This design comes from an exercise in tuning for small area on the open sky130 flow, not from production work.
Only simulation tests tie the RTL to the original design; equivalence was not proved.
The clock port is modelled as an ideal driver; clocking choices that lean on that would not hold on a real chip.
Power is estimated from default activity; no workload was simulated.

File: flow/design.v
`timescale 1ns / 1ps
module Stopwatch_main(
    input clk,
    input wire rst,
    input wire start,
    input wire [1:0] mode,
    input wire [3:0] init_0,
    input wire [3:0] init_1,
    output [7:0] sseg,
    output [3:0] an
    );
    reg [3:0] e;
    reg [4:0] s;
    wire fast = e[1] & e[0];                     
    wire step = ~e[1] & e[0] & s[2] & s[1] & s[0];
    always @(posedge clk) begin
        if (rst) e <= 4'd14;
        else     e <= e + 4'd1;
        if (rst) s <= 5'd0;
        else     s <= {s[3:0], s[4] ^ s[1] ^ ~(s[2] | s[3])};
    end
    reg p, t, started, run;
    wire tick = t ^ (start & ~p);
    wire T_comp;
    always @(posedge clk) begin
        if (rst) begin
            p <= 1'b0;
            t <= 1'b0;
            started <= 1'b0;
            run <= 1'b0;
        end else if (step) begin
            p <= start;
            t <= tick;
            started <= started | tick | T_comp;
            run <= tick & ~T_comp;
        end
    end
    reg q;
    reg [3:0] d0, d1, d2, d3;
    reg cu;                 
    wire up = ~mode[1];
    wire n0 = d0[3] & d0[0];
    wire n1 = d1[3] & d1[0];
    wire n2 = d2[3] & d2[0];
    wire z0 = ~(d0[3] | d0[2] | d0[1] | d0[0]);
    wire z1 = ~(d1[3] | d1[2] | d1[1] | d1[0]);
    wire z2 = ~(d2[3] | d2[2] | d2[1] | d2[0]);
    wire n3 = d3[3] & d3[0];
    wire z3 = ~(d3[3] | d3[2] | d3[1] | d3[0]);
    assign T_comp = q | (cu ? (n3 & n2 & n1 & d0[3])
                            : (z3 & z2 & z1 & ~d0[3] & ~d0[2] & ~d0[1]));
    wire L0 = up ? n0 : z0;
    wire L1 = up ? n1 : z1;
    wire L2 = up ? n2 : z2;
    wire L3 = up ? n3 : z3;
    wire c1 = L0;
    wire c2 = c1 & L1;
    wire c3 = c2 & L2;
    wire c4 = c3 & L3;
    wire top = q & d3[2] & d3[1] & d2[1] & d2[0] & d1[3] & d0[1] & d0[0];
    wire wd  = ~up & c4 & ~q;
    wire [1:0] nx = {e[3] ^ e[2], ~e[2]};             
    wire [1:0] ai = {L0 & L1, L0 & (~L1 | L2)};       
    wire [1:0] sel = e[1] ? nx : ai;
    reg [3:0] md;
    always @(*) begin
        case (sel)
            2'd0: md = d0;
            2'd1: md = d1;
            2'd2: md = d2;
            2'd3: md = d3;
        endcase
    end
    wire [3:0] pm = up ? md + 4'd1 : md - 4'd1;
    wire nu = ~up;
    wire [3:0] s0 = ~L0 ? pm : {nu & ~wd, 1'b0, wd, nu};
    wire [3:0] s1 = ~L1 ? pm : {nu, 1'b0, 1'b0, nu & ~wd};
    wire [3:0] s2 = ~L2 ? pm : {nu & ~wd, 1'b0, wd, nu};
    wire [3:0] s3 = ~L3 ? pm : {nu & ~wd, wd, wd, nu & ~wd};
    wire sq = q ^ c4;
    wire ia = init_0[3] & (init_0[2] | init_0[1]);           
    wire [3:0] ih = {init_0[3] & ~ia,
                     ia ? (init_0[2] & init_0[1]) : init_0[2],
                     init_0[1] ^ ia,
                     init_0[0]};                             
    wire [4:0] ik = {1'b0, init_1} + {4'd0, ia};             
    wire ibig = ik[4] | (ik[3] & (ik[2] | ik[1]));
    wire [3:0] ith = ibig ? ik[3:0] + 4'd6 : ik[3:0];       
    wire iwrap = ik[4] & ih[2];                              
    wire pq = mode[0] & ibig & ~iwrap;
    wire [3:0] p0, p1, p2, p3;
    assign p3 = mode[0] ? (iwrap ? 4'd0 : ith)
                        : {mode[1], 2'b00, mode[1]};
    assign p2 = mode[0] ? (iwrap ? {3'd0, init_0[0]} : ih)
                        : {mode[1], 2'b00, mode[1]};
    assign p1 = mode[0] ? {3'd0, iwrap}
                        : {mode[1], 2'b00, mode[1]};
    assign p0 = mode[0] ? {1'b0, iwrap, iwrap, 1'b0}
                        : {mode[1], 2'b00, mode[1]};
    wire ld  = ~started;
    wire go  = step & (ld | run);
    wire e1 = go & (ld | c1);
    wire e2 = go & (ld | c2);
    wire e3 = go & (ld | c3);
    wire eq = go & (ld | c4);
    wire rT = rst | (step & started & run & up & top);
    always @(posedge clk) begin
        if (rst) cu <= 1'b1;
        else if (step) cu <= up;
        if (rT) begin
            q <= 1'b0; d3 <= 4'd0; d2 <= 4'd0; d1 <= 4'd0; d0 <= 4'd0;
        end else begin
            if (go) d0 <= ld ? p0 : s0;
            if (e1) d1 <= ld ? p1 : s1;
            if (e2) d2 <= ld ? p2 : s2;
            if (e3) d3 <= ld ? p3 : s3;
            if (eq) q  <= ld ? pq : sq;
        end
    end
    reg [3:0] dig;
    always @(posedge clk) begin
        if (rst) dig <= 4'd14;
        else if (fast) dig <= md;
    end
    wire [6:0] seg;
    assign seg[0] = (dig[0]&dig[1]&dig[2]) | (dig[1]&dig[3]) | (~dig[1]&~dig[2]&~dig[3]);
    assign seg[1] = (dig[0]&dig[1]) | (dig[1]&~dig[2]) | (dig[1]&dig[3]) | (dig[0]&~dig[2]&~dig[3]);
    assign seg[2] = (dig[0]) | (~dig[1]&dig[2]) | (dig[1]&dig[3]);
    assign seg[3] = (dig[0]&~dig[1]&~dig[2]) | (~dig[0]&~dig[1]&dig[2]) | (dig[0]&dig[1]&dig[2]) | (dig[1]&dig[3]);
    assign seg[4] = (~dig[0]&dig[1]&~dig[2]) | (dig[1]&dig[3]);
    assign seg[5] = (dig[0]&~dig[1]&dig[2]) | (~dig[0]&dig[1]&dig[2]);
    assign seg[6] = (~dig[0]&~dig[1]&dig[2]) | (dig[1]&dig[3]) | (dig[0]&~dig[1]&~dig[2]&~dig[3]);
    wire dark = (dig[1]&dig[3]);
    assign an[0] = dark | ~(~e[3] & ~e[2]);
    assign an[1] = dark | ~(~e[3] &  e[2]);
    assign an[2] = dark | ~( e[3] & ~e[2]);
    assign an[3] = dark | ~( e[3] &  e[2]);
    assign sseg = {an[2], seg};
endmodule
File: flow/flow/run.sh
#!/bin/bash
# Own layout flow: the standard flow (standard.sh) with these changes.
#  1. Synthesis is the standard synthesis (synth_recipe.tcl), except that
#     the final ABC technology mapping is run once with each of the scripts
#     flow/abc_map*.script (area-oriented: deepsyn with different seeds, then
#     &nf; no buffering or upsizing), and the mapping with the smallest cell
#     area is kept. Registers are not touched by ABC, so their names and
#     cell types are those of the standard synthesis.
#     Yosys's half/full adder extraction is off (ADDER_MAP_FILE empty), so
#     ABC maps the adders' logic with the rest.
#     Yosys's insbuf (a buffer between two outputs that carry the same
#     signal) uses sky130_fd_sc_hd__buf_1 instead of buf_4.
#  2. Port buffers are sky130_fd_sc_hd__buf_1 (BUFFER_PORTS_ARGS).
#  3. Clock tree: CTS_ARGS below (clkbuf_8 buffers, no dummy loads), then
#     flow/post_cts.tcl (POST_CTS_TCL) sizes lightly loaded clock buffers
#     down.
# Every tool's full output goes to a log file in the work folder; ORFS's own
# logs are under orfs/logs/.
set -euo pipefail
W=$(pwd)
FL="$W/flow"

# synthesis script: synth_recipe.tcl with ABC's mapping replaced
{
  head -n 1 synth_recipe.tcl
  cat <<TCL
proc abc {args} {
  set i [lsearch -exact \$args -script]
  set libs {}
  foreach lib \$::env(LIB_FILES) { lappend libs -liberty \$lib }
  yosys design -save own_abc_pre
  set best -1
  foreach s [lsort [glob "$FL/abc_map*.script"]] {
    yosys design -load own_abc_pre
    lset args [expr {\$i + 1}] \$s
    yosys abc {*}\$args
    yosys tee -q -o {$W/own_abc_area.txt} stat {*}\$libs
    set fh [open {$W/own_abc_area.txt} r]
    set txt [read \$fh]
    close \$fh
    if {![regexp {Chip area for module[^:]*:\s*([0-9.]+)} \$txt -> a]} { error "no area" }
    puts "own abc: \$s area \$a"
    if {\$best < 0 || \$a < \$best} {
      set best \$a
      yosys design -save own_abc_best
    }
  }
  yosys design -load own_abc_best
  puts "own abc: kept area \$best"
}
proc insbuf {args} {
  yosys insbuf -buf sky130_fd_sc_hd__buf_1 A X
}
TCL
  tail -n +2 synth_recipe.tcl
} > own_synth.tcl

# standard.sh with the synthesis script swapped
sed "s#$W/synth_recipe.tcl#$W/own_synth.tcl#g" standard.sh > own_standard.sh
grep -q own_synth.tcl own_standard.sh

# The standard synthesis in a folder of its own, to check register names
sed "s#WORK_HOME=$W/orfs #WORK_HOME=$W/orfs_std #" standard.sh > std_synth.sh
grep -q orfs_std std_synth.sh
bash std_synth.sh synth > "$W/std_synth.log" 2>&1

export ADDER_MAP_FILE=
export BUFFER_PORTS_ARGS="-buffer_cell sky130_fd_sc_hd__buf_1"
export CTS_ARGS="-root_buf sky130_fd_sc_hd__clkbuf_8 -buf_list sky130_fd_sc_hd__clkbuf_8 -sink_clustering_enable -dont_use_dummy_load -repair_clock_nets"
bash own_standard.sh synth > "$W/flow_synth.log" 2>&1

# the registers (instance names and cell types) must be the standard ones
regs() {
  grep -E '^ *sky130_fd_sc_hd__[a-z0-9]*df[a-z0-9]*_[0-9]+ ' "$1" \
    | awk '{sub(/_[0-9]+$/, "", $1); print $1, $2}' | sort
}
regs orfs_std/results/sky130hd/Stopwatch_main/base/1_2_yosys.v > regs_std.txt
regs orfs/results/sky130hd/Stopwatch_main/base/1_2_yosys.v > regs_own.txt
if ! cmp -s regs_std.txt regs_own.txt || grep -qE ' _[0-9]+_$' regs_own.txt; then
  echo "register names differ from the standard synthesis" >&2
  diff regs_std.txt regs_own.txt >&2 || true
  exit 1
fi

export POST_CTS_TCL="$FL/post_cts.tcl"
bash own_standard.sh > "$W/flow_make.log" 2>&1
test -s out/final.def
File: flow/flow/abc_map00.script
strash
&get -n
&deepsyn -T 35 -S 0
&dch -f
&nf -p -R 1000
&put
topo
dnsize
File: flow/flow/abc_map01.script
strash
&get -n
&deepsyn -T 35 -S 1
&dch -f
&nf -p -R 1000
&put
topo
dnsize
File: flow/flow/abc_map02.script
strash
&get -n
&deepsyn -T 35 -S 2
&dch -f
&nf -p -R 1000
&put
topo
dnsize
File: flow/flow/abc_map03.script
strash
&get -n
&deepsyn -T 35 -S 3
&dch -f
&nf -p -R 1000
&put
topo
dnsize
File: flow/flow/abc_map04.script
strash
&get -n
&deepsyn -T 35 -S 4
&dch -f
&nf -p -R 1000
&put
topo
dnsize
File: flow/flow/abc_map05.script
strash
&get -n
&deepsyn -T 35 -S 5
&dch -f
&nf -p -R 1000
&put
topo
dnsize
File: flow/flow/abc_map06.script
strash
&get -n
&deepsyn -T 35 -S 6
&dch -f
&nf -p -R 1000
&put
topo
dnsize
File: flow/flow/abc_map07.script
strash
&get -n
&deepsyn -T 35 -S 7
&dch -f
&nf -p -R 1000
&put
topo
dnsize
File: flow/flow/abc_map08.script
strash
&get -n
&deepsyn -T 35 -S 8
&dch -f
&nf -p -R 1000
&put
topo
dnsize
File: flow/flow/abc_map09.script
strash
&get -n
&deepsyn -T 35 -S 9
&dch -f
&nf -p -R 1000
&put
topo
dnsize
File: flow/flow/abc_map10.script
strash
&get -n
&deepsyn -T 35 -S 10
&dch -f
&nf -p -R 1000
&put
topo
dnsize
File: flow/flow/abc_map11.script
strash
&get -n
&deepsyn -T 35 -S 11
&dch -f
&nf -p -R 1000
&put
topo
dnsize
File: flow/flow/abc_map12.script
strash
&get -n
&deepsyn -T 35 -S 12
&dch -f
&nf -p -R 1000
&put
topo
dnsize
File: flow/flow/abc_map13.script
strash
&get -n
&deepsyn -T 35 -S 13
&dch -f
&nf -p -R 1000
&put
topo
dnsize
File: flow/flow/abc_map14.script
strash
&get -n
&deepsyn -T 35 -S 14
&dch -f
&nf -p -R 1000
&put
topo
dnsize
File: flow/flow/abc_map15.script
strash
&get -n
&deepsyn -T 35 -S 15
&dch -f
&nf -p -R 1000
&put
topo
dnsize
File: flow/flow/post_cts.tcl
# After CTS: size clock buffers down where their load is small. The root
# buffer, which drives only the other clock buffers, becomes clkbuf_2; a leaf
# buffer driving at most 8 clock pins becomes clkbuf_4. Cells only shrink in
# place, so placement stays legal.
set db [ord::get_db]
set block [ord::get_db_block]
foreach inst [$block getInsts] {
  set m [[$inst getMaster] getName]
  if {![string match "sky130_fd_sc_hd__clkbuf_*" $m]} { continue }
  set onet [[$inst findITerm X] getNet]
  if {$onet eq "NULL"} { continue }
  set nsinks 0
  set nbuf 0
  foreach it [$onet getITerms] {
    if {[$it getIoType] ne "INPUT"} { continue }
    incr nsinks
    if {[string match "sky130_fd_sc_hd__clkbuf_*" [[[$it getInst] getMaster] getName]]} { incr nbuf }
  }
  if {$nsinks > 0 && $nsinks == $nbuf} {
    set new sky130_fd_sc_hd__clkbuf_2
  } elseif {$nsinks <= 8} {
    set new sky130_fd_sc_hd__clkbuf_4
  } else {
    continue
  }
  if {$new eq $m} { continue }
  $inst swapMaster [$db findMaster $new]
  puts "post_cts: [$inst getName] $m -> $new ($nsinks sinks)"
}
File: flow/standard.sh
#!/bin/bash
# synth_recipe.tcl (not shown) runs the flow's synth.tcl, then flattens the netlist and writes it again
# the make line also repeats each setting of config.mk as NAME=value (left out here)
make -C /OpenROAD-flow-scripts/flow DESIGN_CONFIG=/design/flow/config.mk WORK_HOME=/design/flow/orfs CLKGATE_MAP_FILE= SYNTH_SCRIPT=/design/flow/synth_recipe.tcl "${@:-finish}"
File: flow/config.mk
export PLATFORM = sky130hd
export DESIGN_NAME = Stopwatch_main
export DESIGN_NICKNAME = Stopwatch_main
export VERILOG_FILES = /design/flow/design.v
export SDC_FILE = /design/flow/constraint.sdc
export NUM_CORES = 4
export LEC_CHECK = 0
export CAP_MARGIN = 20
export CORE_MARGIN = 2
export CORE_UTILIZATION = 50
export GPL_TIMING_DRIVEN = 0
export SLEW_MARGIN = 20
File: flow/constraint.sdc
create_clock -name core_clock -period 12.0 [get_ports {clk}]
set_input_delay 2.4000 -clock core_clock [delete_from_list [all_inputs] [get_ports {clk}]]
set_output_delay 2.4000 -clock core_clock [all_outputs]
set_load 0.01 [all_outputs]
==> metrics.md, run 1 <==
| Metric | Value |
|---|---|
| Status | no timing/DRC/antenna violations |
| Area contributors post-synth | dfxtp_1, nand2_1, o21ai_0, nor2_1, a21oi_1 |
| Final hold slack | roughly 450 ps |
| Required @ worst endpoint | 12280 ps |
| Count leader, synth | nand2_1 |
| # IOs | 25 |
| Tcrit/Tclk final | 43.9% |
| Yosys warnings | 1 |
| Crit Path Category | primary input to flip-flop |
| Startpoint Class | primary input |
| First-pass GRT wire length | between 8000 and 9000 um |
| GP Congestion | ~0.99 |
| RR Endpoint | d2[3]$_SDFFE_PP0P_ |
| Vias in the first global route | around 1.8k |
| Setup-failing EPs final | 0 |
| Antenna violations before repair | 0 |
| LEAKAGE | 0.735 nW |
| Share of layout cells above drive strength 1 | 1.72% |
| Cell variety after synth | 39 |
| Cell Area, Placed | between 2000 and 2500 sq um |
| # DRC | 0 |
| DRT antenna net count | 0 |
| Crit path DAT | 5550 ps |
| Die height | between 60 and 70 um |
| Routed WL | approximately 5000 um |
| GRT Total Usage | a little over a quarter |
| Die width | between 60 and 70 um |
| Storage cell area | between 700 and 800 sq um |
| Worst Hold Class | flip-flop to flip-flop |
| Fill cell count | around 370 |
| Starting density of the core | between 50% and 60% |
| CP max FO | 16 |
| Post-Place Setup Slack | approximately 6500 ps |
| Worst Skew | between 30 and 40 ps |
| RSZ-0062 raised after global routing | no |
| Seq cells post-synth | 35 |
| Min Clock Period, post-route | 5270 ps |
| Syn Inst Count | approximately 260 |
| Wire length per cell | between 10 and 15 um |
| Power Density | ~110 nW/um^2 |
| Placed Cells | between 300 and 400 |
| TritonRoute pass-1 iters | 5 |
| Critical Path End | d2[3]$_SDFFE_PP0P_ |
| Cell Count, Final, Fillers Out | ~340 |
| DRT iter0 DRCs | about 210 |
| Async S/R FF share, synth | 0% |
| Nets | between 300 and 400 |
| # Max-Cap Violations | 0 |
| Setup TNS | 0 ps |
| Area Overhead vs Synth | 10.3% |
| Max Freq | between 150 and 200 MHz |
| Gr ovfl total | 0 |
| Via Count | between 1.5k and 2k |
| Post-synthesis cell area | between 1500 and 2000 sq um |
| Worst reg2reg path depth | 14 |
| Endpoint class of the critical path | flip-flop |
| Post-DR vias/cell | about 6 |
| Register area share after synthesis | approximately 37% |
| IO buf count | 24 |
| Hpwl dp | between 3000 and 4000 um |
| Final setup margin | just under 7000 ps |
| Post-synth top cells | nand2_1, dfxtp_1, nor2_1 |
| Final core occ | between 50% and 60% |
| Multi-input gate area | roughly 1200 sq um |
| CTS tree | yes |
| Post-synth EDFFs | 0 |
| Synth Flop Type | dfxtp_1 |
| Rel. slew slack | between 40% and 50% |
| Syn avg cell area | 7.34 sq um |
| Clock Latency Late Sink | 390 ps |
| Design area | roughly 2100 sq um |
| Die Area | between 4000 and 5000 sq um |
| Final hold viol count | 0 |
| Cell Rows | 22 |
| Area leader, netlist | dfxtp_1 |
| Flop2flop setup slack | between 8000 and 9000 ps |
| Share of Yosys cell area claimed by the top area cell type | a little over a third |
| Peak VDD IR | around 0.085 mV |
| Antenna cells | 0 |
| Clock sinks | 35 |
| RR Startpoint | d0[1]$_SDFFE_PP0P_ |
| Final Max Tran Viols | 0 |
| Core area | about 3700 sq um |
| Syn_nets | between 200 and 300 |
| Reg clk slew, reported paths | approximately 80 ps |
| Worst slew pin tran | approximately 870 ps |
| Total power | between 200 and 250 uW |
| CP startpoint | mode[1] |
| Largest net degree at the start of global routing | 17 |
[worst min path at each step]
stage / from / end / slack (ps) / cells past startpoint
after floorplan: s[0]$_SDFF_PP0_ / s[1]$_SDFF_PP0_ / 430 / 1
after global placement: p$_SDFFE_PP0P_ / p$_SDFFE_PP0P_ / 440 / 2
after detailed placement: p$_SDFFE_PP0P_ / p$_SDFFE_PP0P_ / 450 / 2
after global routing: s[0]$_SDFF_PP0_ / s[1]$_SDFF_PP0_ / 450 / 1
final: s[0]$_SDFF_PP0_ / s[1]$_SDFF_PP0_ / 450 / 1
[placed cells by master (no fill, tap or decap), types with 4 or more instances in the layout]
master	instances
o22ai_1	4
nand4_1	4
o21ai_0	27
nand2b_1	7
a22oi_1	5
nor3_1	11
nor2_1	33
a31oi_1	6
nand3_1	8
o211ai_1	5
nor2b_1	11
nor4_1	4
a21oi_1	15
buf_1	25
clkinv_1	6
nand2_1	43
dfxtp_1	35
[registers in the layout (all words and copies together) (netlist names), 4 cells and up]
name,count
d0,4
e,4
d1,4
s,5
d2,4
dig,4
d3,4
[report_power, final]
part / internal, mW / leakage (nW) / switching, mW
Clock: 0.0247 / 0.0277 / 0.0386
Sequential: 0.120 / 0.285 / 0.00560
Combinational: 0.0187 / 0.422 / 0.0344
Total: 0.164 / 0.735 / 0.0786
[critical path, stage by stage]
cell and delay, ps:
buf_1 540, nand3b_1 190, o21a_1 210, nor2_1 180
nand2_1 100, o21ai_0 190, nor3_1 100, nor4_1 470
nand2_1 130, nor2_1 140, a21oi_1 80, o22ai_1 460
nand2_1 110, a32o_1 230
[final cells by class]
| cell class | count | share of cell area (%) |
|---|---|---|
| Sequential cell | 35 | 33.1 |
| Tap cell | 48 | 2.84 |
| Multi-Input combinational cell | 219 | 56.3 |
| Buffer | 1 | 0.178 |
| Clock buffer | 5 | 2.25 |
| Timing Repair Buffer | 24 | 4.26 |
| Inverter | 6 | 1.07 |
[cell families after synthesis]
family / after synthesis / synth area share [%]
compound gates: 84 / 28.3
xor+xnor: 4 / 1.83
buf+inv: 7 / 1.37
flops: 35 / 36.6
simple gates: 131 / 32.0
[metal layers]
| layer | track usage [%] | part of all wire (%) |
|---|---|---|
| met5 | 0 | 0 |
| met4 | 9.11 | 2.0 |
| met3 | 9.20 | 7.8 |
| met2 | 36.7 | 40 |
| met1 | 37.1 | 50 |
==> run 2, diff against run 1 <==
==> flow/flow/abc_map00.script (replaced) <==
strash
&get -n
&deepsyn -T 90 -S 20
&dch -f
&nf -p -R 1000
&put
topo
dnsize
==> flow/flow/abc_map01.script (replaced) <==
strash
&get -n
&deepsyn -T 90 -S 21
&dch -f
&nf -p -R 1000
&put
topo
dnsize
==> flow/flow/abc_map02.script (replaced) <==
strash
&get -n
&deepsyn -T 90 -S 22
&dch -f
&nf -p -R 1000
&put
topo
dnsize
==> flow/flow/abc_map03.script (replaced) <==
strash
&get -n
&deepsyn -T 90 -S 23
&dch -f
&nf -p -R 1000
&put
topo
dnsize
==> flow/flow/abc_map04.script (replaced) <==
strash
&get -n
&deepsyn -T 90 -S 24
&dch -f
&nf -p -R 1000
&put
topo
dnsize
==> flow/flow/abc_map05.script (replaced) <==
strash
&get -n
&deepsyn -T 90 -S 25
&dch -f
&nf -p -R 1000
&put
topo
dnsize
==> flow/flow/abc_map06.script (replaced) <==
strash
&get -n
&deepsyn -T 90 -S 26
&dch -f
&nf -p -R 1000
&put
topo
dnsize
==> flow/flow/abc_map07.script (replaced) <==
strash
&get -n
&deepsyn -T 90 -S 27
&dch -f
&nf -p -R 1000
&put
topo
dnsize
==> flow/flow/abc_map08.script (replaced) <==
strash
&get -n
&deepsyn -T 90 -S 28
&dch -f
&nf -p -R 1000
&put
topo
dnsize
==> flow/flow/abc_map09.script (replaced) <==
strash
&get -n
&deepsyn -T 90 -S 29
&dch -f
&nf -p -R 1000
&put
topo
dnsize
==> flow/flow/abc_map10.script (replaced) <==
strash
&get -n
&deepsyn -T 90 -S 30
&dch -f
&nf -p -R 1000
&put
topo
dnsize
==> flow/flow/abc_map11.script (replaced) <==
strash
&get -n
&deepsyn -T 90 -S 31
&dch -f
&nf -p -R 1000
&put
topo
dnsize
removed: flow/flow/abc_map12.script
removed: flow/flow/abc_map13.script
removed: flow/flow/abc_map14.script
removed: flow/flow/abc_map15.script
==> run 2 against run 1 <==
Net effect: worst setup slack lost 160 ps; cell count shrank 1.8%; global-route usage shrank 1.7 points; fmax shrank 3.0%; area after synthesis shrank 0.13%; critical endpoint is now d2[1]$_SDFFE_PP0P_; still clean; register-to-register slack lost 240 ps; combinational power grew 22%; clock-buffer cell count is the same; power grew 3.6%; flip-flop and latch count is the same; first-iteration DRC count shrank 5.3%; cell area shrank 0.12%.
==> metrics.md, run 2 <==
| Metric | Value |
|---|---|
| Status | no timing/DRC/antenna violations |
| GP Congestion | 0.890 (-10%) |
| WHS Path Cells | 1 (unchanged) |
| Final setup margin | 6570 ps (-161 ps) |
| Met1 Track Usage GR | 35.1% (-2.1 points) |
| Post-Place Setup Slack | 6230 ps (-245 ps) |
| Met3 GRT Util | 6.13% (-3.1 points) |
| Vias in the first global route | 1735 (-5.7%) |
| NetSw | 84.2 uW (+7.2%) |
| Sequential power share | 49.7% (-2.3 points) |
| Post-synthesis cell area | 1910 sq um (-0.13%) |
| Largest register FFs | 5 (unchanged) |
| Area contributors post-synth | dfxtp_1, nand2_1, o21ai_0, a21oi_1, nor2_1 |
| # IOs | 25 (unchanged) |
| Wire length per cell | 14.7 um (-0.83%) |
| Syn_nets | 268 (-2.2%) |
| Via Count | 1975 (-1.2%) |
| Starting density of the core | 52.3% (-0.068 points) |
| Final Max Tran Viols | 0 (unchanged) |
| GRT met2 Usage | 36.7% (unchanged) |
| TritonRoute pass-1 iters | 5 (unchanged) |
| Die height | 65.9 um (about the same) |
| Total power | 251 uW (+3.6%) |
| Most used routing layer | met2 |
| Die width | 65.9 um (about the same) |
| Clock Power Share | 24.5% (-1.6 points) |
| GRT Total Usage | 24.6% (-1.7 points) |
| Post-synth top cells | dfxtp_1, nand2_1, nor2_1 |
| Core area | 3660 sq um (unchanged) |
| Async S/R FF share, synth | 0% (unchanged) |
| Internal power | 167 uW (+1.8%) |
| # Max-Cap Violations | 0 (unchanged) |
| Reg clk slew, reported paths | 70 ps (about the same) |
| Min Clock Period, post-route | 5430 ps (+161 ps) |
| Cell variety after synth | 39 (unchanged) |
| Required @ worst endpoint | 12290 ps (about the same) |
| Register area share after synthesis | 36.6% (+0.048 points) |
| Endpoint class of the critical path | flip-flop |
| Crit Path Category | primary input to flip-flop |
| Share of Yosys cell area claimed by the top area cell type | 36.6% (+0.048 points) |
| Seq cells post-synth | 35 (unchanged) |
| Cell Rows | 22 (unchanged) |
| Startpoint Class | primary input |
| Power Density | 119 nW/um^2 (+3.7%) |
| Largest net degree at the start of global routing | 18 (+1) |
| Share of layout cells above drive strength 1 | 1.76% (+0.036 points) |
| Sw Share | 33.6% (+1.1 points) |
| Comb power frac | 25.8% (+3.9 points) |
| Post-synth EDFFs | 0 (unchanged) |
| Die Area | 4340 sq um (-0.12%) |
| DRT antenna net count | 0 (unchanged) |
| Rel. slew slack | 51.3% (+9.8 points) |
| Peak VDD IR | 0.0764 mV (-10%) |
| Antenna cells | 0 (unchanged) |
| Most frequent cells in the layout | dfxtp_1, nand2_1, nor2_1 |
| Area Overhead vs Synth | 10.3% (about the same) |
| Setup TNS | 0 ps (unchanged) |
| Setup-failing EPs final | 0 (unchanged) |
| Post-DR vias/cell | 5.95 (+0.64%) |
| Count leader, synth | dfxtp_1 |
| CTS tree | yes |
| Max Freq | 184 MHz (-3.0%) |
| Antenna violations before repair | 0 (unchanged) |
| Syn Inst Count | 255 (-2.3%) |
| Clock Latency Late Sink | 370 ps (-20 ps) |
| Clock sinks | 35 (unchanged) |
| Yosys warnings | 1 (unchanged) |
| Worst Hold Class | flip-flop to flip-flop |
| Hpwl dp | 3700 um (-3.4%) |
| LEAKAGE | 0.765 nW (+4.1%) |
| First-pass GRT wire length | 8220 um (-5.1%) |
| Tcrit/Tclk final | 45.3% (+1.3 points) |
| Synth Flop Type | dfxtp_1 |
| Worst slew pin tran | 729 ps (-141 ps) |
| Worst reg2reg path depth | 12 (-2) |
| IO buf count | 24 (unchanged) |
| DRT iter0 DRCs | 196 (-5.3%) |
| RSZ-0062 raised after global routing | no |
| CP max FO | 15 (-1) |
| Worst Skew | 24.8 ps (-7.81 ps) |
| Routed WL | 4880 um (-2.6%) |
| Most common cell after layout, fill and taps aside | dfxtp_1 |
| Area leader, netlist | dfxtp_1 |
| # DRC | 0 (unchanged) |
| Gr ovfl total | 0 (unchanged) |
| Crit path DAT | 5730 ps (+180 ps) |
| Final hold viol count | 0 (unchanged) |
| Reg with most FFs | s |
| Nets | 299 (-2.0%) |
| Syn avg cell area | 7.51 sq um (+2.2%) |
## run 2: area by class of cell
class / instances / area [sq um]
timing repair buffer: 24 / 90.1
buffer: 1 / 3.75
multi-input combinational: 212 / 1180
sequential: 35 / 701
tap: 48 / 60.1
fill: 370 / 1550
inverter: 7 / 26.3
clock buffer: 5 / 47.5
## run 2: kinds of logic after synthesis
family          share of synthesized area [%]
simple gates                             30.1
compound gates                           29.3
flops                                    36.6
buf+inv                                  1.57
xor+xnor                                 1.37
mux                                      1.05
## run 2: worst paths after layout
path	end	startpoint	slack [ps]
worst min-delay path	s[1]$_SDFF_PP0_	s[0]$_SDFF_PP0_	470
worst max register to register	d2[1]$_SDFFE_PP0P_	d1[3]$_SDFFE_PP0P_	8480
worst max-delay path	d2[1]$_SDFFE_PP0P_	mode[1]	6570
worst min register to register	s[1]$_SDFF_PP0_	s[0]$_SDFF_PP0_	470
## run 2: per-stage QoR
stage	instance area [sq um]	utilization [%]	cells	hold WS, ps
6_report	2110	57.7	332	466
5_1_grt	2110	57.7	332	479
2_1_floorplan	1910	-	255	415
3_3_place_gp	2060	56.4	327	437
3_5_place_dp	2060	56.4	327	454
## run 2: metal layers
layer / vias to the layer above / share of wire, %
met3: 7 / 7.6
met4: 0 / 1.1
met5: - / 0
met1: 898 / 49
met2: 70 / 43
li1: 1000 / -
## run 2: critical path, stage by stage
cell      delay (ps)
buf_1            490
nand2_1          150
nor3_1           160
a21oi_1          110
o32ai_1          470
or2_0            260
o22ai_1          100
nor2_1           210
nand2_1          110
a21o_1           180
o21ai_0          480
clkinv_1         220
o221ai_1         230
a22o_1           150
## run 2: power by group through the flow
stage                     sequential, mW  clock, mW  combinational [mW]
after floorplan                    0.126          0              0.0444
after detailed placement           0.127          0              0.0639
final                              0.125     0.0615              0.0648
after global placement             0.127          0              0.0639
after global routing               0.125     0.0665              0.0734
==> run 3, diff against run 2 <==
--- a/flow/design.v
+++ b/flow/design.v
@@ -120,16 +120,16 @@
     reg [3:0] dig;
     always @(posedge clk) begin
-        if (rst) dig <= 4'd14;
+        if (rst) dig <= 4'd15;
         else if (fast) dig <= md;
     end
     wire [6:0] seg;
-    assign seg[0] = (dig[0]&dig[1]&dig[2]) | (dig[1]&dig[3]) | (~dig[1]&~dig[2]&~dig[3]);
-    assign seg[1] = (dig[0]&dig[1]) | (dig[1]&~dig[2]) | (dig[1]&dig[3]) | (dig[0]&~dig[2]&~dig[3]);
-    assign seg[2] = (dig[0]) | (~dig[1]&dig[2]) | (dig[1]&dig[3]);
-    assign seg[3] = (dig[0]&~dig[1]&~dig[2]) | (~dig[0]&~dig[1]&dig[2]) | (dig[0]&dig[1]&dig[2]) | (dig[1]&dig[3]);
+    assign seg[0] = (dig[0]&dig[1]&dig[2]) | (~dig[1]&~dig[2]&~dig[3]);
+    assign seg[1] = (dig[0]&dig[1]) | (dig[1]&~dig[2]) | (dig[0]&~dig[2]&~dig[3]);
+    assign seg[2] = (dig[0]) | (~dig[1]&dig[2]);
+    assign seg[3] = (dig[0]&~dig[1]&~dig[2]) | (~dig[0]&~dig[1]&dig[2]) | (dig[0]&dig[1]&dig[2]);
     assign seg[4] = (~dig[0]&dig[1]&~dig[2]) | (dig[1]&dig[3]);
-    assign seg[5] = (dig[0]&~dig[1]&dig[2]) | (~dig[0]&dig[1]&dig[2]);
+    assign seg[5] = ~((~dig[0]&~dig[1]) | (~dig[2]) | (dig[0]&dig[1]&~dig[3]));
     assign seg[6] = (~dig[0]&~dig[1]&dig[2]) | (dig[1]&dig[3]) | (dig[0]&~dig[1]&~dig[2]&~dig[3]);
-    wire dark = (dig[1]&dig[3]);
+    wire dark = dig[1] & dig[3];
     assign an[0] = dark | ~(~e[3] & ~e[2]);
     assign an[1] = dark | ~(~e[3] &  e[2]);
removed: flow/flow/abc_map10.script
removed: flow/flow/abc_map11.script
==> run 3 against run 2 <==
Net effect: sequential share of layout area is 0.22 points higher; combinational power hardly changed; die area is 0.86% lower; core utilization is 0.38 points lower; worst hold slack worse by 17 ps; synthesized cell count is 2.7% lower; highest routed layer unchanged; routed wire length is 3.5% lower; area after synthesis is 0.92% lower.
==> metrics.md, run 3 <==
| Metric | Value |
|---|---|
| Post-synthesis adder-cell area fraction | 0% (unchanged) |
| Crit Path Category | primary input to flip-flop |
| Wire length per cell | 14.5 um (-1.4%) |
| Synth Area in Compound Gates | 26.3% (-3.0 points) |
| Total power | 252 uW (+0.31%) |
| Post-synthesis simple-gate area fraction | 33.6% (+3.4 points) |
| Yosys warnings | 1 (unchanged) |
| Final Max Tran Viols | 0 (unchanged) |
| Post-synth top cells | dfxtp_1, nand2_1, nor2_1 |
| Min Clock Period, post-route | 5880 ps (+447 ps) |
| Routed WL | 4710 um (-3.5%) |
| Power Density | 120 nW/um^2 (+0.97%) |
| Syn Inst Count | 248 (-2.7%) |
| Gr ovfl total | 0 (unchanged) |
| # IOs | 25 (unchanged) |
| Status | no timing/DRC/antenna violations |
| Max Freq | 170 MHz (-7.6%) |
| Largest net degree at the start of global routing | 18 (unchanged) |
| Starting density of the core | 51.8% (-0.48 points) |
| Post-synthesis xor/xnor area fraction | 1.39% (+0.013 points) |
| Required @ worst endpoint | 12230 ps (-60 ps) |
| Met3 GRT Util | 7.02% (+0.89 points) |
| GRT Total Usage | 24.8% (+0.20 points) |
| Met1 Track Usage GR | 36.2% (+1.1 points) |
| Worst reg2reg path depth | 13 (+1) |
| Clock Power Share | 24.5% (about the same) |
| Via Count | 1968 (-0.35%) |
| Rel. slew slack | 52.4% (+1.2 points) |
| CP dominant cell by count | nor2_1 |
| Cell variety after synth | 42 (+7.7%) |
| TritonRoute pass-1 iters | 5 (unchanged) |
| Most used routing layer | met1 |
| First-pass GRT wire length | 8190 um (-0.41%) |
| Reg clk slew, reported paths | 70 ps (about the same) |
| Reg with most FFs | s |
| Setup TNS | 0 ps (unchanged) |
| Most common cell after layout, fill and taps aside | dfxtp_1 |
| Share of layout cells above drive strength 1 | 2.17% (+0.41 points) |
| Vias in the first global route | 1707 (-1.6%) |
| Syn avg cell area | 7.65 sq um (+1.9%) |
| LEAKAGE | 0.752 nW (-1.8%) |
| Async S/R FF share, synth | 0% (unchanged) |
| IO buf count | 24 (unchanged) |
| Seq cells post-synth | 35 (unchanged) |
| Worst path depth | 17 (+3) |
| Crit path DAT | 6110 ps (+380 ps) |
| Area leader, netlist | dfxtp_1 |
| Tcrit/Tclk final | 49.0% (+3.7 points) |
| Die height | 65.6 um (-0.43%) |
| Die width | 65.6 um (-0.43%) |
| DRT antenna net count | 0 (unchanged) |
| Cell Rows | 22 (unchanged) |
| Register area share after synthesis | 36.9% (+0.34 points) |
| Sequential power share | 49.8% (about the same) |
| CP Buf/Inv Count | 2 (unchanged) |
| GRT met2 Usage | 35.1% (-1.7 points) |
| Syn_nets | 261 (-2.6%) |
| Clock Latency Late Sink | 370 ps (about the same) |
| Antenna cells | 0 (unchanged) |
| Startpoint Class | primary input |
| RSZ-0062 raised after global routing | no |
| Worst Hold Class | flip-flop to flip-flop |
| Comb power frac | 25.6% (-0.2 points) |
| NetSw | 83.6 uW (-0.73%) |
| Hpwl dp | 3470 um (-6.3%) |
| Internal power | 168 uW (+0.84%) |
| DRT iter0 DRCs | 170 (-13%) |
| Worst Skew | 29.7 ps (+4.87 ps) |
| Largest register FFs | 5 (unchanged) |
| Post-DR vias/cell | 6.06 (+1.8%) |
| Synth Flop Type | dfxtp_1 |
| GP Congestion | 0.913 (+2.6%) |
| Worst slew pin tran | 713 ps (-15.9 ps) |
| Storage cell area | 701 sq um (unchanged) |
| Die Area | 4300 sq um (-0.86%) |
| Largest family of logic cells by synthesized area | simple AND/OR/NAND/NOR gates |
| # Max-Cap Violations | 0 (unchanged) |
| Sw Share | 33.2% (-0.35 points) |
| Core area | 3660 sq um (unchanged) |
| Area contributors post-synth | dfxtp_1, nand2_1, nor2_1, o21ai_0, nand2b_1 |
| Nets | 292 (-2.3%) |
| Post-synthesis cell area | 1900 sq um (-0.92%) |
| Share of Yosys cell area claimed by the top area cell type | 36.9% (+0.34 points) |
| Area Overhead vs Synth | 10.6% |
| Clock sinks | 35 (unchanged) |
| Post-synth EDFFs | 0 (unchanged) |
| Setup-failing EPs final | 0 (unchanged) |
| Critical-path top delay cell | a22oi_1 |
| Flop2flop setup slack | 8470 ps (about the same) |
| Most frequent cells in the layout | dfxtp_1, nand2_1, nor2_1 |
| CTS tree | yes |
| Slowest cell delay on critical path | 470 ps (-20 ps) |
| Crit-path leading delay family | simple AND/OR/NAND/NOR gates |
| Count leader, synth | dfxtp_1 |
| Peak VDD IR | 0.0644 mV (-16%) |
| # DRC | 0 (unchanged) |
| CP max FO | 12 (-3) |
| Antenna violations before repair | 0 (unchanged) |
| WHS Path Cells | 1 (unchanged) |
| Endpoint class of the critical path | flip-flop |
| Fill cell count | 355 (-4.1%) |
| Multi-input gate area | 1180 sq um (-0.53%) |
| Worst path cell trace | buf_1, clkinv_1, or3_1, nor3_1, a31oi_1, nor2_1, a22o_1, or2_0, o22ai_1, nor2_1, nand2_1, nor2_1, nor2_1, a22oi_1, nor2_1, a2111oi_0, nor2_1 |
| Multiplexer share of the synthesized area | 0.594% (-0.45 points) |
| Final hold viol count | 0 (unchanged) |
## run 3: changes by cell type after synthesis, moves of 3 or more
cell and delta:
a32o_1 -3, nand2b_1 +3, o22a_1 +3, a22o_1 -3, nor2b_1 -3, nand2_1 -3, a21oi_1 -9, a21o_1 -3
nor3_1 +8, o21ai_0 -5
## run 3: worst paths after layout
| check | startpoint | to |
|---|---|---|
| setup reg to reg | d1[3]$_SDFFE_PP0P_ | d2[3]$_SDFFE_PP0P_ |
| setup / recovery | mode[1] | d3[1]$_SDFFE_PP0P_ |
| hold reg to reg | t$_SDFFE_PP0P_ | t$_SDFFE_PP0P_ |
| hold / removal | t$_SDFFE_PP0P_ | t$_SDFFE_PP0P_ |
## run 3: logic make-up after synthesis
| kind of cell | after synthesis |
|---|---|
| buffers and inverters | 6 |
| AND/OR/NAND/NOR | 129 |
| XOR/XNOR | 3 |
| AO/OA/AOI/OAI | 74 |
| multiplexers | 1 |
| flip-flops | 35 |
## run 3: final cells by class
cell class | count | area share [%]
well taps | 48 | 2.86
multi-input cells | 207 | 56.1
clock buffers | 5 | 2.27
inverters | 5 | 0.894
repair buffers | 24 | 4.29
plain buffers | 1 | 0.179
flip-flops and latches | 35 | 33.4
## run 3: stage by stage
step	utilization [%]	cells	hold WS (ps)	instance area (sq um)	setup slack [ps]
2_1_floorplan	-	248	420	1900	7070
3_3_place_gp	55.9	320	434	2050	5840
3_5_place_dp	55.9	320	439	2050	5850
5_1_grt	57.3	325	485	2100	5580
6_report	57.3	325	449	2100	6120
## run 3: metal layers
metal,wire (um),part of all wire [%]
met1,2310,49
met2,1990,42
met3,351,7.4
met4,63,1.3
met5,0,0
## run 3: power by group through the flow
stage | Sequential (mW) | Clock, mW | Combinational [mW]
2_1_floorplan | 0.127 | 0 | 0.0450
3_3_place_gp | 0.128 | 0 | 0.0630
3_5_place_dp | 0.128 | 0 | 0.0632
5_1_grt | 0.126 | 0.0688 | 0.0727
6_report | 0.125 | 0.0618 | 0.0645

separate check: timing with driven ports:
How much do the figures lean on ideal ports? The routed layouts below were timed once more, with nothing changed but the port constraints.
Step 1 assumes that a clkbuf_16 drives the clock port and a buf_2 every other input.
Step 2 also shifts input and output timing later by t, the mid clock arrival at the registers, as if the neighbouring blocks saw the same clock.
Slacks: ideal / step 1 / step 2; pairs: ideal / step 1.
run | t, ns | setup slack, ns | latest minus earliest clock arrival (ns)
run 1 | 0.396 | 6.728 / 6.720 / 6.323 | 0.033 / 0.033
run 2 | 0.381 | 6.567 / 6.566 / 6.186 | 0.024 / 0.025
run 3 | 0.377 | 6.120 / 6.122 / 5.745 | 0.029 / 0.030
After both steps every run listed still meets setup and hold. For run 1, which loses most, drivers alone change the setup slack by -0.008 ns; drivers and shift together by -0.405 ns.
